This design comes from an exercise in tuning for small area and a short achievable clock period on the open sky130 flow, not from production work. RTL that was checked went through simulation tests only; none was proved equivalent to the original.

Setup of v21:
## cubic_fixed
module cubic_fixed #(
    parameter int WID     = 16,    
    parameter int FBITS   = 8      
)(
    input  logic                        clk,
    input  logic                        rst,
    input  logic signed [WID-1:0]       x,
    input  logic signed [WID-1:0]       a0,
    input  logic signed [WID-1:0]       a1,
    input  logic signed [WID-1:0]       a2,
    output logic signed [WID-1:0]       y
);
Settings: LEC_CHECK=0, ABC_AREA=1, CAP_MARGIN=20, CORE_MARGIN=2, CORE_UTILIZATION=40, PLACE_DENSITY=0.45, SLEW_MARGIN=20, SYNTH_HIERARCHICAL=1; clock period 15.0 ns.
standard.sh (not shown) runs the stock make flow with config.mk's settings and CLKGATE_MAP_FILE= SYNTH_SCRIPT=/design/flow/synth_recipe.tcl, a recipe that flattens the netlist after the stock synthesis.
==> flow/flow/run.sh <==
#!/bin/bash
# Standard ORFS layout (the standard.sh) with two changes:
#  - port buffers use buf_1 instead of the default delay-buffer cell;
#  - timing repair (after floorplan, CTS and global routing) aims for
#    9 ns of setup slack at the 15 ns clock, so the resizer sizes the
#    critical paths.  The SDC (clock period, I/O delays, load) is unchanged.
# Each ORFS step writes its own log under orfs/logs/; make's output goes to
# standard.log.
set -euo pipefail
export BUFFER_PORTS_ARGS="-buffer_cell sky130_fd_sc_hd__buf_1"
export SETUP_SLACK_MARGIN=9
bash standard.sh > standard.log 2>&1
Modified inputs, v8 compared to v21
- CTS_BUF_LIST: unset -> sky130_fd_sc_hd__clkbuf_4 sky130_fd_sc_hd__clkbuf_8
- PLACE_DENSITY: 0.45 -> unset
Notes after the runs:
- v8: final non-filler cell total 0.37% below v21
- Summary of v8 over v21: final area fell 820 um2, non-clock buffer count lost about 11%.
#### Input delta (v29 over v8)
- CTS_BUF_LIST: sky130_fd_sc_hd__clkbuf_4 sky130_fd_sc_hd__clkbuf_8 -> unset
==> flow/flow/run.sh <==
#!/bin/bash
# Standard ORFS layout (the standard.sh) with two changes:
#  - port buffers use buf_1 instead of the default delay-buffer cell;
#  - timing repair (after floorplan, CTS and global routing) aims for
#    9.5 ns of setup slack at the 15 ns clock, so the resizer sizes the
#    critical paths.  The SDC (clock period, I/O delays, load) is unchanged.
# Each ORFS step writes its own log under orfs/logs/; make's output goes to
# standard.log.
set -euo pipefail
export BUFFER_PORTS_ARGS="-buffer_cell sky130_fd_sc_hd__buf_1"
export SETUP_SLACK_MARGIN=9.5
bash standard.sh > standard.log 2>&1
==> run summary <==
- When the final numbers for v8 and v29 were put side by side, the count of buffering cells on the critical path with inverters included turned out to be smaller in v8.
- The global-route usage number comes out higher for v29 vs v8.
- v29 — post-place instance area about 0.37% higher, v8 as reference
- [compare] base=v8 new=v29: post-route clock period utilization decreased 0.82 points; share of the core filled with cells in the final layout higher; global routing met2 resource utilization rose 2.3 points.
- Taking v8 as the reference, in v29 post-detailed-route via-to-cell ratio now larger; area growth from synthesis to layout now sits higher.
Modified inputs, v40 compared to v29
- putting GPL_TIMING_DRIVEN at 0 where nothing was set
==> flow/flow/run.sh <==
#!/bin/bash
# Standard ORFS layout (the standard.sh) with two changes:
#  - port buffers use buf_1 instead of the default delay-buffer cell;
#  - timing repair (after floorplan, CTS and global routing) aims for
#    9 ns of setup slack at the 15 ns clock, so the resizer sizes the
#    critical paths.  The SDC (clock period, I/O delays, load) is unchanged.
# Each ORFS step writes its own log under orfs/logs/; make's output goes to
# standard.log.
set -euo pipefail
export BUFFER_PORTS_ARGS="-buffer_cell sky130_fd_sc_hd__buf_1"
export SETUP_SLACK_MARGIN=9
bash standard.sh > standard.log 2>&1
Results
v29 and v40 all finish clean.
Final core utilization (higher): v29
Cmp v40 vs v29: iteration count of the initial detailed-routing pass higher in v40
The clock skew in v40 sits 0.0060 ns above the value recorded for v29.
The following lists how v34 was set up differently from v40:
- setting CTS_BUF_LIST to sky130_fd_sc_hd__clkbuf_8 for the first time
- removing GPL_TIMING_DRIVEN (formerly 0)
- setting CTS_CLUSTER_SIZE to 30 for the first time
Findings:
Largest net degree at the start of global routing delta for v34 relative to v40: 18 higher
A last element of the critical path of q_s0[11] is what v40 shows, while q_s0[12] belongs to v34.
In the metrics for v40 and v34, the one carrying the lower sum of routed wire length over all layers is v34.
v34 against v40: count of nets after finishing went down, wire length of the first global-routing pass has decreased, fraction of the core area covered by cells at the end of the flow saw a decrease.
v34: global router's overall resource usage lower than v40
For v53, these inputs were changed with respect to v34:
- CTS_BUF_LIST removed (was sky130_fd_sc_hd__clkbuf_8)
- CTS_CLUSTER_SIZE removed (was 30)
- CAP_MARGIN changed from 20 to 5
- SLEW_MARGIN changed from 20 to 5
Findings:
The detailed-route wire length per cell of v53 and that of v34 are within noise of each other.
v53 against v34: setup slack lower; maximum frequency lower; number of cells on the critical path fell by 2.
Global-route wire length before repair of v53 is on par with v34.
| wire length | v53 vs v34 | ≈ equal |


== run 1 ==
Another version of the RTL of cubic_fixed (not shown whole).
Size: roughly 3100 cells after synthesis, roughly 120 flip-flops, roughly 82 I/O pins.
## cubic_fixed
module cubic_fixed #(
    parameter int WID     = 16,    
    parameter int FBITS   = 8      
)(
    input  logic                        clk,
    input  logic                        rst,
    input  logic signed [WID-1:0]       x,
    input  logic signed [WID-1:0]       a0,
    input  logic signed [WID-1:0]       a1,
    input  logic signed [WID-1:0]       a2,
    output logic signed [WID-1:0]       y
);
clock: 15.0 ns
lec_check: 0
abc_area: 1
cap_margin: 20
core_margin: 2
core_utilization: 40
slew_margin: 20
synth_hierarchical: 1
==> flow/flow/run.sh <==
#!/bin/bash
# Standard ORFS layout (the standard.sh) with two changes:
#  - port buffers use buf_2 instead of the default delay-buffer cell;
#  - timing repair (after floorplan, CTS and global routing) aims for
#    8.5 ns of setup slack at the 15 ns clock, so the resizer sizes the
#    critical paths.  The SDC (clock period, I/O delays, load) is unchanged.
# Each ORFS step writes its own log under orfs/logs/; make's output goes to
# standard.log.
set -euo pipefail
export BUFFER_PORTS_ARGS="-buffer_cell sky130_fd_sc_hd__buf_2"
export SETUP_SLACK_MARGIN=8.5
bash standard.sh > standard.log 2>&1
Input changes introduced in run 2 (baseline for comparison: run 1):
diff --git a/flow/flow/run.sh b/flow/flow/run.sh
--- a/flow/flow/run.sh
+++ b/flow/flow/run.sh
@@ -3 +3 @@
-#  - port buffers use buf_2 instead of the default delay-buffer cell;
+#  - port buffers use buf_4 instead of the default delay-buffer cell;
@@ -10 +10 @@
-export BUFFER_PORTS_ARGS="-buffer_cell sky130_fd_sc_hd__buf_2"
+export BUFFER_PORTS_ARGS="-buffer_cell sky130_fd_sc_hd__buf_4"
## What came out
Diff run 1 -> run 2: wire length saw an increase; worst setup slack increased by 48 ps relative to the old numbers.
Function was not checked in any run of this note: the RTL went through the layout flow alone.


old:
cubic_fixed, a different RTL version from the one above (not shown whole).
Size: about 3,400 cells after synthesis, about 150 flip-flops, roughly 26,000 sq um of cells after synthesis.
Settings: LEC_CHECK=0, ABC_AREA=1, CAP_MARGIN=20, CORE_MARGIN=2, CORE_UTILIZATION=40, GPL_TIMING_DRIVEN=0, SLEW_MARGIN=20; clock period 15.0 ns.
run.sh (not shown) runs the stock make flow with config.mk's settings and CLKGATE_MAP_FILE= SYNTH_SCRIPT=/design/flow/synth_recipe.tcl, a recipe that flattens the netlist after the stock synthesis.
Stock flow here: none of the scripts above is used.
Relative to old, the following input files were edited for new:
==> flow/flow/run.sh (new file) <==
#!/bin/bash
# Standard ORFS layout (the standard.sh) with two changes:
#  - port buffers use buf_4 instead of the default delay-buffer cell;
#  - timing repair (after floorplan, CTS and global routing) aims for
#    8 ns of setup slack at the 15 ns clock, so the resizer sizes the
#    critical paths.  The SDC (clock period, I/O delays, load) is unchanged.
# Each ORFS step writes its own log under orfs/logs/; make's output goes to
# standard.log.
set -euo pipefail
export BUFFER_PORTS_ARGS="-buffer_cell sky130_fd_sc_hd__buf_4"
export SETUP_SLACK_MARGIN=8
bash standard.sh > standard.log 2>&1
==> flow/standard.sh (new file) <==
#!/bin/bash
# synth_recipe.tcl (not shown) runs the flow's synth.tcl, then flattens the netlist and writes it again
# the make line also repeats each setting of config.mk as NAME=value (left out here)
make -C /OpenROAD-flow-scripts/flow DESIGN_CONFIG=/design/flow/config.mk WORK_HOME=/design/flow/orfs CLKGATE_MAP_FILE= SYNTH_SCRIPT=/design/flow/synth_recipe.tcl "${@:-finish}"
--- a/flow/config.mk
+++ b/flow/config.mk
@@ -12 +11,0 @@
-export GPL_TIMING_DRIVEN = 0
removed: flow/run.sh
Findings:
old → new: die area was more or less identical.
new: count of cells along the worst register-to-register path 3 below old
new was carried through to the last stage, and its layout satisfied the timing, design-rule and antenna checks.
Wire: new routes less than old
new ended up with x_s0[1]$_DFF_P_ as its timing startpoint of the critical path; old ended up with sqa_s0[0]$_DFF_P_.
Lower measured slew at the worst slew-check pin was reported by new, not old.
No run of this note included a check of the RTL's function; only the layout flow was run.


Another version of the RTL of cubic_fixed (not shown whole).
For scale: roughly 110 flip-flops, roughly 82 I/O pins, about 24,000 µm² of cells after synthesis.
==> flow/config.mk <==
export PLATFORM = sky130hd
export DESIGN_NAME = cubic_fixed
export DESIGN_NICKNAME = cubic_fixed
export VERILOG_FILES = /design/flow/design.v
export SDC_FILE = /design/flow/constraint.sdc
export NUM_CORES = 4
export LEC_CHECK = 0
export ABC_AREA = 1
export CAP_MARGIN = 20
export CORE_MARGIN = 2
export CORE_UTILIZATION = 60
export PLACE_DENSITY = 0.7
export SLEW_MARGIN = 20
export SYNTH_HIERARCHICAL = 1
==> flow/constraint.sdc <==
create_clock -name core_clock -period 15.0 [get_ports {clk}]
set_input_delay 3.0000 -clock core_clock [delete_from_list [all_inputs] [get_ports {clk}]]
set_output_delay 3.0000 -clock core_clock [all_outputs]
set_load 0.01 [all_outputs]
standard.sh (not shown) runs the stock make flow with config.mk's settings and CLKGATE_MAP_FILE= SYNTH_SCRIPT=/design/flow/synth_recipe.tcl, a recipe that flattens the netlist after the stock synthesis.
==> flow/flow/run.sh <==
#!/bin/bash
# Standard ORFS layout (the standard.sh) with two changes:
#  - port buffers use buf_4 instead of the default delay-buffer cell;
#  - timing repair (after floorplan, CTS and global routing) aims for
#    8.5 ns of setup slack at the 15 ns clock, so the resizer sizes the
#    critical paths.  The SDC (clock period, I/O delays, load) is unchanged.
# Each ORFS step writes its own log under orfs/logs/; make's output goes to
# standard.log.
set -euo pipefail
export BUFFER_PORTS_ARGS="-buffer_cell sky130_fd_sc_hd__buf_4"
export SETUP_SLACK_MARGIN=8.5
bash standard.sh > standard.log 2>&1
Rerun with:
--- a/flow/flow/run.sh
+++ b/flow/flow/run.sh
@@ -5 +5 @@
-#    8.5 ns of setup slack at the 15 ns clock, so the resizer sizes the
+#    9 ns of setup slack at the 15 ns clock, so the resizer sizes the
@@ -11 +11 @@
-export SETUP_SLACK_MARGIN=8.5
+export SETUP_SLACK_MARGIN=9
--- a/flow/config.mk
+++ b/flow/config.mk
@@ -11,2 +11 @@
-export CORE_UTILIZATION = 60
-export PLACE_DENSITY = 0.7
+export CORE_UTILIZATION = 40
Result: Die area grows by well over a third. Routed wire length goes up slightly. Utilization went down by 19 points. Via count fell by a few percent. Global-route usage is lower by 13 points. Sequential cell count is unchanged. Setup slack gets better by 0.34 ns.
Rerun with:
--- a/flow/flow/run.sh
+++ b/flow/flow/run.sh
@@ -5 +5 @@
-#    9 ns of setup slack at the 15 ns clock, so the resizer sizes the
+#    8.5 ns of setup slack at the 15 ns clock, so the resizer sizes the
@@ -11 +11 @@
-export SETUP_SLACK_MARGIN=9
+export SETUP_SLACK_MARGIN=8.5
Effect:
- The changed run passed the timing, design-rule and antenna checks
- cell area falls by 6.8%
- clock-buffer cell count does not change
- routed wire length falls by 3.8%

## port drivers added, routing unchanged
How much do the figures lean on ideal ports? The routed layouts below were timed once more, with nothing changed but the port constraints. Step 1 assumes that a clkbuf_16 drives the clock port and a buf_2 every other input. Step 2 also shifts input and output timing later by t, the mid clock arrival at the registers, as if the neighbouring blocks saw the same clock. Slacks: ideal ports / drivers / drivers and shift; pairs: ideal ports / drivers.
run | shift t [ns] | setup WS [ns] | hold slack, ns | worst setup path at the end | cell pins on the clock port's net
v21 | 0.532 | 9.123 / 9.138 / 8.605 | 0.410 / 0.410 / 0.410 | input to register | 1
v8 | 0.587 | 9.153 / 9.173 / 8.604 | 0.420 / 0.420 / 0.420 | input to register | 1
v29 | 0.540 | 9.276 / 9.291 / 8.764 | 0.413 / 0.413 / 0.413 | input to register | 1
v40 | 0.549 | 9.095 / 9.136 / 8.587 | 0.427 / 0.427 / 0.427 | input to register | 1
v34 | 0.587 | 9.153 / 9.173 / 8.604 | 0.420 / 0.420 / 0.420 | input to register | 1
v53 | 0.532 | 9.133 / 9.155 / 8.623 | 0.415 / 0.415 / 0.415 | input to register | 1
run 1 | 0.534 | 8.753 / 8.756 / 8.259 | 0.428 / 0.428 / 0.428 | input to register | 1
run 2 | 0.534 | 8.801 / 8.818 / 8.309 | 0.416 / 0.416 / 0.416 | input to register | 1
old | 0.554 | 7.502 / 7.502 / 7.502 | 0.436 / 0.436 / 0.436 | register to register | 1
new | 0.546 | 8.329 / 8.329 / 8.329 | 0.413 / 0.413 / 0.413 | register to register | 1
the first run of note 4 | 0.531 | 8.771 / 8.771 / 8.288 | 0.419 / 0.419 / 0.419 | input to register | 1
the second run of note 4 | 0.539 | 9.108 / 9.108 / 8.574 | 0.413 / 0.413 / 0.413 | input to register | 1
the third run of note 4 | 0.532 | 8.705 / 8.740 / 8.208 | 0.410 / 0.410 / 0.410 | input to register | 1
After both steps every run listed still meets setup and hold.
